This is an optimization exercise on Yosys and OpenROAD, whose aim is small area, not a production implementation.
Only simulation tests tie the RTL to the original design; equivalence was not proved.

==> flow/design.v <==
`timescale 1ns / 1ps
module rotator # (
    DATA_WIDTH = 12,
    ANGLE_WIDTH = 16,
    ITERATION = 0,
    TAN_ANGLE = 0
)
(
    input clock, 
    input reset,
    input [1:0] quarter_in,
    input signed [DATA_WIDTH:0] x_in,
    input signed [DATA_WIDTH:0] y_in,
    input signed [ANGLE_WIDTH:0] z_in,
    output [1:0] quarter_out,
    output signed [DATA_WIDTH:0] x_out,
    output signed [DATA_WIDTH:0] y_out,
    output signed [ANGLE_WIDTH:0] z_out
);
    function signed [DATA_WIDTH:0] shift_register(
        input signed [DATA_WIDTH:0] register, 
        input integer n
    );
        integer i;
        begin
            shift_register = register;
            for (i = 0; i < n; i++) begin
                shift_register = {register[DATA_WIDTH], shift_register[DATA_WIDTH:1]};
            end
        end
    endfunction
    logic signed [DATA_WIDTH:0] Xd, Yd;
    assign Xd = shift_register(x_in, ITERATION);
    assign Yd = shift_register(y_in, ITERATION);   
    logic signed [DATA_WIDTH:0] X, Y; 
    logic signed [ANGLE_WIDTH:0] Z; 
    logic [1:0] Q;
    always_ff @(posedge clock) begin
        Q <= quarter_in;
        if (z_in < 0) begin
            X <= x_in + Yd;
            Y <= y_in - Xd;
            Z <= z_in + TAN_ANGLE;
        end
        else begin
            X <= x_in - Yd;
            Y <= y_in + Xd;
            Z <= z_in - TAN_ANGLE;
        end   
    end    
    assign x_out = X;
    assign y_out = Y;
    assign z_out = Z;    
    assign quarter_out = Q;
endmodule
`timescale 1ns / 1ps
module cordic_chain #(
    DATA_WIDTH = 12,
    ANGLE_WIDTH = 16,
    ITERATIONS = 16
)
(
    input clock,
    input reset,
    input [1:0] quarter_in,
    input signed [DATA_WIDTH:0] x_in,
    input signed [DATA_WIDTH:0] y_in,
    input signed [DATA_WIDTH:0] angle_in,
    output signed [DATA_WIDTH:0] x_out,
    output signed [DATA_WIDTH:0] y_out, 
    output [1:0] quarter_out 
 );
    logic [1:0] quarters [ITERATIONS:0];
    logic signed [DATA_WIDTH:0] xs [ITERATIONS:0];
    logic signed [DATA_WIDTH:0] ys [ITERATIONS:0];
    logic signed [ANGLE_WIDTH:0] zs [ITERATIONS:0];   
    assign quarters[0] = quarter_in;
    assign xs[0] = x_in;
    assign ys[0] = y_in;
    assign zs[0] = {1'b0, angle_in[DATA_WIDTH-1:0], 4'b0000};
    function [ANGLE_WIDTH:0] tan_angle; 
        input [3:0] iteration;
        begin
            case (iteration)
            4'b0000: tan_angle = 17'd25736;  
            4'b0001: tan_angle = 17'd15192;  
            4'b0010: tan_angle = 17'd8028;  
            4'b0011: tan_angle = 17'd4074;  
            4'b0100: tan_angle = 17'd2045;  
            4'b0101: tan_angle = 17'd1024;  
            4'b0110: tan_angle = 17'd512;  
            4'b0111: tan_angle = 17'd256;  
            4'b1000: tan_angle = 17'd128;  
            4'b1001: tan_angle = 17'd64;  
            4'b1010: tan_angle = 17'd32;  
            4'b1011: tan_angle = 17'd16;  
            4'b1100: tan_angle = 17'd8;  
            4'b1101: tan_angle = 17'd4;  
            4'b1110: tan_angle = 17'd2;  
            4'b1111: tan_angle = 17'd1;  
            endcase
        end
    endfunction
    genvar i;
    generate 
    for (i = 0; i < ITERATIONS; i++) begin
        rotator # (
            .DATA_WIDTH(DATA_WIDTH),
            .ANGLE_WIDTH(ANGLE_WIDTH),
            .ITERATION(i),
            .TAN_ANGLE(tan_angle(i))
        ) rotator_dut (
            .clock(clock),
            .reset(reset),
            .quarter_in(quarters[i]),
            .x_in(xs[i]),
            .y_in(ys[i]),
            .z_in(zs[i]),
            .quarter_out(quarters[i+1]),
            .x_out(xs[i+1]),
            .y_out(ys[i+1]),
            .z_out(zs[i+1])        
        );   
    end
    endgenerate
    assign x_out = xs[ITERATIONS];
    assign y_out = ys[ITERATIONS];
    assign quarter_out = quarters[ITERATIONS];
endmodule
`timescale 1ns / 1ps
module quarter_selector # (
    DATA_WIDTH = 12
)
(
    input clock, 
    input reset,
    input [1:0] quarter,
    input signed [DATA_WIDTH:0] x_in,
    input signed [DATA_WIDTH:0] y_in,
    output signed [DATA_WIDTH:0] x_out,
    output signed [DATA_WIDTH:0] y_out
);
logic [DATA_WIDTH:0] x_up, x_down;
logic [DATA_WIDTH:0] y_up, y_down;
assign x_up = x_in + 13'h800;
assign x_down = 13'h800 - x_in;
assign y_up = y_in + 13'h800;
assign y_down = 13'h800 - y_in;
logic [DATA_WIDTH:0] X, Y;
always_ff @(posedge clock) begin
    if (reset) begin
        X <= '0;
        Y <= '0;    
    end
    else begin
        case (quarter)
            2'b00: begin
                X <= x_up;
                Y <= y_up; 
            end
            2'b01: begin
                X <= x_down;
                Y <= y_up;                        
            end
            2'b10: begin
                X <= x_down;
                Y <= y_down;                                    
            end
            2'b11: begin
                X <= x_up;
                Y <= y_down;                                               
            end
        endcase    
    end
end
assign x_out = X;
assign y_out = Y;
endmodule
`timescale 1ns / 1ps
module phase_controller # (
    PHASE_WIDTH = 13
) 
(
    input clock, 
    input reset,
    output [PHASE_WIDTH-1:0] phase,
    output [1:0] quadrant   
);
localparam frequence_fraction = 8'd56;
localparam frequence_reverse_fraction = 8'd100 - frequence_fraction;
localparam phase_90 = 13'd3216;
localparam base_step = 2'd1;
localparam extended_step = 2'd2;
typedef enum logic [1:0] {
    QUADRANT_I, 
    QUADRANT_II,
    QUADRANT_III,
    QUADRANT_IV
} quadrant_state;
logic [PHASE_WIDTH-1:0] phase_out;
logic inc_en; 
logic counter_reset;
logic [15:0] counter;
always_ff @(posedge clock) begin
    if (reset) begin
        counter <= '0;
        inc_en <= '0;
    end
    else if (counter_reset) begin
        counter <= '0;
    end
    else begin
        if (counter >= 8'd100) begin
            inc_en <= '1;
            counter <= counter - frequence_reverse_fraction;
        end
        else begin
            inc_en <= '0;
            counter <= counter + frequence_fraction;
        end
    end
end
quadrant_state quadrant_out;
logic [15:0] angle_counter;
assign quadrant = quadrant_out;
assign phase = phase_out;
always_ff @(posedge clock) begin
    if (reset) begin
        quadrant_out <= QUADRANT_I;
        phase_out <= '0;
        angle_counter <= '0;
    end
    else case (quadrant_out)
        QUADRANT_I: begin
            if (angle_counter >= phase_90) begin
                quadrant_out <= QUADRANT_II;
                angle_counter <= '0;                
            end
            else begin
                if (inc_en) begin
                    phase_out <= phase_out + extended_step;
                    angle_counter <= angle_counter + extended_step;
                end
                else begin
                    phase_out <= phase_out + base_step;
                    angle_counter <= angle_counter + base_step;
                end
            end
        end
        QUADRANT_II: begin
            if (angle_counter >= phase_90) begin
                quadrant_out <= QUADRANT_III;
                angle_counter <= '0;                
            end
            else begin
                if (inc_en) begin
                    phase_out <= phase_out - extended_step;
                    angle_counter <= angle_counter + extended_step;
                end
                else begin
                    phase_out <= phase_out - base_step;
                    angle_counter <= angle_counter + base_step;
                end
            end           
        end
        QUADRANT_III: begin
            if (angle_counter >= phase_90) begin
                quadrant_out <= QUADRANT_IV;
                angle_counter <= '0;                
            end
            else begin
                if (inc_en) begin
                    phase_out <= phase_out + extended_step;
                    angle_counter <= angle_counter + extended_step;
                end
                else begin
                    phase_out <= phase_out + base_step;
                    angle_counter <= angle_counter + base_step;
                end
            end        
        end
        QUADRANT_IV: begin
            if (angle_counter >= phase_90) begin
                quadrant_out <= QUADRANT_I;
                angle_counter <= '0;                
            end
            else begin
                if (inc_en) begin
                    phase_out <= phase_out - extended_step;
                    angle_counter <= angle_counter + extended_step;
                end
                else begin
                    phase_out <= phase_out - base_step;
                    angle_counter <= angle_counter + base_step;
                end
            end                                 
        end
    endcase
end
always_ff @(posedge clock) begin
    if (reset) begin
        counter_reset <= '0;
    end
    else if (angle_counter >= phase_90) begin
        counter_reset <= '1;
    end
    else begin
        counter_reset <= '0;
    end
end
endmodule
`timescale 1ns / 1ps
module cordic # (
    DATA_WIDTH = 12
)
(
    input clock,
    input reset,    
    output signed [DATA_WIDTH:0] sine,
    output signed [DATA_WIDTH:0] cosine
);
    localparam A = 16'h04DB;  
    logic [DATA_WIDTH:0] phase;
    logic [1:0] quarter;
    logic signed [DATA_WIDTH:0] x0;
    logic signed [DATA_WIDTH:0] y0;
    assign x0 = A;
    assign y0 = '0;
    phase_controller # (
        .PHASE_WIDTH(13)
    ) phase_controller_dut (
        .clock(clock),
        .reset(reset),
        .phase(phase),
        .quadrant(quarter)
    );
    logic signed [DATA_WIDTH:0] x_out;
    logic signed [DATA_WIDTH:0] y_out;
    logic [1:0] quarter_out;
    cordic_chain # (
        .DATA_WIDTH(12),
        .ANGLE_WIDTH(16),
        .ITERATIONS(16)
    ) cordic_chain_dut (
        .clock(clock),
        .reset(reset),
        .quarter_in(quarter),
        .x_in(x0),
        .y_in(y0),
        .angle_in(phase),        
        .x_out(x_out),
        .y_out(y_out),
        .quarter_out(quarter_out)        
    );
    quarter_selector # (
        .DATA_WIDTH(12)
    ) quarter_selector_dut (
        .clock(clock),
        .reset(reset),
        .quarter(quarter_out),
        .x_in(x_out),
        .y_in(y_out),
        .x_out(cosine),
        .y_out(sine)
    );
endmodule
==> flow/run.sh <==
#!/bin/bash
# synth_recipe.tcl (not shown) runs the flow's synth.tcl, then flattens the netlist and writes it again
# the make line also repeats each setting of config.mk as NAME=value (left out here)
make -C /OpenROAD-flow-scripts/flow DESIGN_CONFIG=/design/flow/config.mk WORK_HOME=/design/flow/orfs CLKGATE_MAP_FILE= SYNTH_SCRIPT=/design/flow/synth_recipe.tcl finish
==> flow/config.mk <==
export PLATFORM = sky130hd
export DESIGN_NAME = cordic
export DESIGN_NICKNAME = cordic
export VERILOG_FILES = /design/flow/design.v
export SDC_FILE = /design/flow/constraint.sdc
export NUM_CORES = 4
export LEC_CHECK = 0
export CAP_MARGIN = 20
export CORE_MARGIN = 2
export CORE_UTILIZATION = 40
export PLACE_DENSITY = 0.6
export SLEW_MARGIN = 20
==> flow/constraint.sdc <==
create_clock -name core_clock -period 5.0 [get_ports {clock}]
set_input_delay 1.0000 -clock core_clock [delete_from_list [all_inputs] [get_ports {clock}]]
set_output_delay 1.0000 -clock core_clock [all_outputs]
set_load 0.01 [all_outputs]
==> impl_metrics.ini <==
[run_status]
status = complete, no violations

[sta]
hold_viol = 0
final.setup.tns_ns = 0
fin_crit_sh_pct = 66.7
setup_ws_ns = 1.67
timing.fmax_ghz = 0.300
rsz0062_at_grt = false
finalClockSkew_ns = 0.0305
drv_slew = 0
worstMarginPinSlew_ns = 0.951
slew_headroom_pct = 34.8
setup_viol = 0
min_period_ns = 3.33

[worst_setup_path]
crit_path_start_kind = flop
worst-path-buf-inv = 3
cp_max_fo = 5
required_ns = 5.50
crit_end = cordic_chain_dut.genblk1[10].rotator_dut.X[12]$_DFF_P_
timing.rr.end = cordic_chain_dut.genblk1[10].rotator_dut.X[12]$_DFF_P_
r2r_slack_ns = 1.67
worst_ep_arrival_time_ns = 3.84
worstSetupEndpointType = flop
reg2reg_depth = 12
crit_type = reg2reg
timing.critical_path.cells = inv_1 > ha_1 > inv_1 > ha_1 > inv_1 > o21ai_0 > ha_1 > o21a_1 > a2111oi_1 > o41ai_1 > a21oi_1 > xnor3_1
worstReg2RegStart = cordic_chain_dut.genblk1[9].rotator_dut.Y[10]$_DFF_P_
cp_top_family = compound AO/OA/AOI/OAI gates
crit_cells = 12
critPathMaxStageDelay_ns = 0.61
crit_path_start = cordic_chain_dut.genblk1[9].rotator_dut.Y[10]$_DFF_P_
slowest_stage = o21ai_0

[clock_tree]
postCtsSetupBuffers = 0
post_cts_resized = 0
cts_inserted_buffers = 77
cts_root_buf = clkbuf_16
clk_pin_slew_ns = 0.06
cts.path.max_buffers = 3
clock_sinks = 690
cts_tree = built
ctsHoldBuffers = 0
h-tree-depth = 3
clock_latency_ns = 0.62

[route]
vias = 28500
dr.pass1.iters = 5
drt-wirelength-per-cell_um = 13.9
via_per_inst = 5.10
drt_iter0_drc = 1437
ant_nets = 0
drc = 0
drt_wl_total_mm = 77.7

[floorplanning]
top_level_ports = 28
coreArea_mm2 = 0.0966
dieArea_mm2 = 0.0999
initial_utilization_pct = 40.3
die_h_um = 316
rows = 114
die_w_um = 316

[placed_design]
numPortBuffers = 27
hpwl_mm = 60.3
placed_cells = 5444
gp_congestion = 0.839
dp_slack_ns = 1.67

[grt]
globalRouteMet3Util_pct = 2.24
track_usage_pct = 15.5
antenna_found_initial = 1
grt_pass1_wl_mm = 131
grt_pass1_vias = 27300
busiest_layer = met2
met1_usage_pct = 21.0
grt_max_degree = 45
use_met2_pct = 25.6
gr-total-overflow = 0

[cells_and_area]
fin_cells = 5583
area_growth_syn_to_layout_pct = 11.1
final_nets = 4828
drive_gt1_share_pct = 4.04
post-route-util_pct = 44.8

[worst_hold_path]
hold_path.class = reg2reg

[synth]
async_flop_share_pct = 0
ys_warn_count = 27
synth-seq-area-share_pct = 35.5
ys_ff_latch = 690
synth_edf_count = 0
synth_cell_types = 71
synth_area_leaders = dfxtp_1 35%, ha_1 17%, xnor2_1 7.7%, a21oi_1 4.7%, xor2_1 3.6%
yosys-top-cells-count = 690 x dfxtp_1, 539 x ha_1, 368 x nor2_1
synth.cell_area_mm2 = 0.0390
avgSynthCellArea_um2 = 9.30
synthFlopType = dfxtp_1
synth.most_common_cell = dfxtp_1
synth_top_area_share_pct = 35.5
netlist_instances = 4190
synth_top_cell_by_area = dfxtp_1

[run]
cap_violations = 0
layout by cell type, fill, tap and decap left out, drive strengths merged, types with 18 or more instances in the layout:
cell	n
a211oi	62
a21o	109
a21oi	367
a31oi	46
and3	18
clkbuf	108
clkdlybuf4s50	26
clkinv	21
dfxtp	690
fa	40
ha	539
inv	244
mux2i	27
nand2	172
nand2b	53
nand3	53
nand4	18
nor2	368
nor2b	71
nor3	93
nor4	19
o21a	74
o21ai	220
o21bai	53
o31ai	20
or3	35
xnor2	344
xor2	162
stage by stage:
step / instance area (µm²) / hold slack [ns]
after floorplan: 39000 / 0.310
after detailed placement: 40700 / 0.312
after CTS: 43300 / 0.301
after global routing: 43300 / 0.300
after global placement: 40700 / 0.310
final: 43300 / 0.300
flip-flops by register name, summed over array words and instances, names as in the netlist:
signal and count:
phase_controller_dut.counter_reset 1, cordic_chain_dut.genblk1.rotator_dut.X 185, quarter_selector_dut.Y 13, phase_controller_dut.counter 14, quarter_selector_dut.X 13, phase_controller_dut.inc_en 1
cordic_chain_dut.genblk1.rotator_dut.Z 216, phase_controller_dut.quadrant_out 2, phase_controller_dut.phase_out 12, cordic_chain_dut.genblk1.rotator_dut.Y 185, phase_controller_dut.angle_counter 16, cordic_chain_dut.genblk1.rotator_dut.Q 32
layout make-up:
class	instances	area, µm²
Fill cell	9239	53300
Multi-Input combinational cell	3202	24000
Sequential cell	690	13800
Clock buffer	108	2280
Tap cell	1276	1600
Inverter	243	912
Clock inverter	30	335
Timing Repair Buffer	33	310
Antenna cell	1	2.50
layer usage:
layer  vias to the layer above  share of wire, %
met5                         -                 0
met4                         0               2.8
met3                       120               2.9
met2                       335                45
met1                     13100                50
li1                      15000                 -
worst register-to-register path, cell delays in order (launching register included):
cell and delay [ns]:
dfxtp_1 0.36, inv_1 0.07, ha_1 0.19, inv_1 0.06, ha_1 0.13, inv_1 0.03
o21ai_0 0.61, ha_1 0.40, o21a_1 0.22, a2111oi_1 0.54, o41ai_1 0.18, a21oi_1 0.19
xnor3_1 0.22
cells by family after synthesis:
logic type	after synthesis	synth area share, %
flip-flops	690	35.5
multiplexers	41	1.10
AND/OR/NAND/NOR	958	11.7
AO/OA/AOI/OAI	1112	18.0
other	1	0.00963
adder cells (fa/ha/maj)	579	19.4
XOR/XNOR	508	11.5
buffers and inverters	301	2.90
how the worst min path moves through the flow:
stage,startpoint,to,slack [ns],depth (start not counted)
2_1_floorplan,cordic_chain_dut.genblk1[9].rotator_dut.Q[0]$_DFF_P_,cordic_chain_dut.genblk1[10].rotator_dut.Q[0]$_DFF_P_,0.31,0
3_3_place_gp,cordic_chain_dut.genblk1[4].rotator_dut.Q[1]$_DFF_P_,cordic_chain_dut.genblk1[5].rotator_dut.Q[1]$_DFF_P_,0.31,0
3_5_place_dp,cordic_chain_dut.genblk1[12].rotator_dut.Q[1]$_DFF_P_,cordic_chain_dut.genblk1[13].rotator_dut.Q[1]$_DFF_P_,0.31,0
4_1_cts,cordic_chain_dut.genblk1[8].rotator_dut.Z[5]$_DFF_P_,cordic_chain_dut.genblk1[9].rotator_dut.Z[5]$_DFF_P_,0.30,0
5_1_grt,cordic_chain_dut.genblk1[8].rotator_dut.Z[5]$_DFF_P_,cordic_chain_dut.genblk1[9].rotator_dut.Z[5]$_DFF_P_,0.30,0
6_report,cordic_chain_dut.genblk1[8].rotator_dut.Z[5]$_DFF_P_,cordic_chain_dut.genblk1[9].rotator_dut.Z[5]$_DFF_P_,0.30,0

port drivers added, routing unchanged:
In the flow no input, the clock included, has a driving cell. The finished layout below was timed again as built, in two steps.
Step 1, drivers: a clkbuf_16 drives clock and a buf_2 each remaining input, both assumed.
Step 2 moves the port delays by t, midway between the first and last clock arrival at a register: inputs arrive t later, outputs are due t later. That takes back most of the time a late clock gives input paths.
a / b / c = ideal / step 1 / step 2; a / b = the first two.
t (ns): 0.677
slack for setup (ns): 1.666 / 1.666 / 1.666
cell pins on the clock port's net: 1
After both steps setup and hold are still met in this run. For this run, drivers alone change the setup slack by 0.000 ns; drivers and shift together by 0.000 ns.
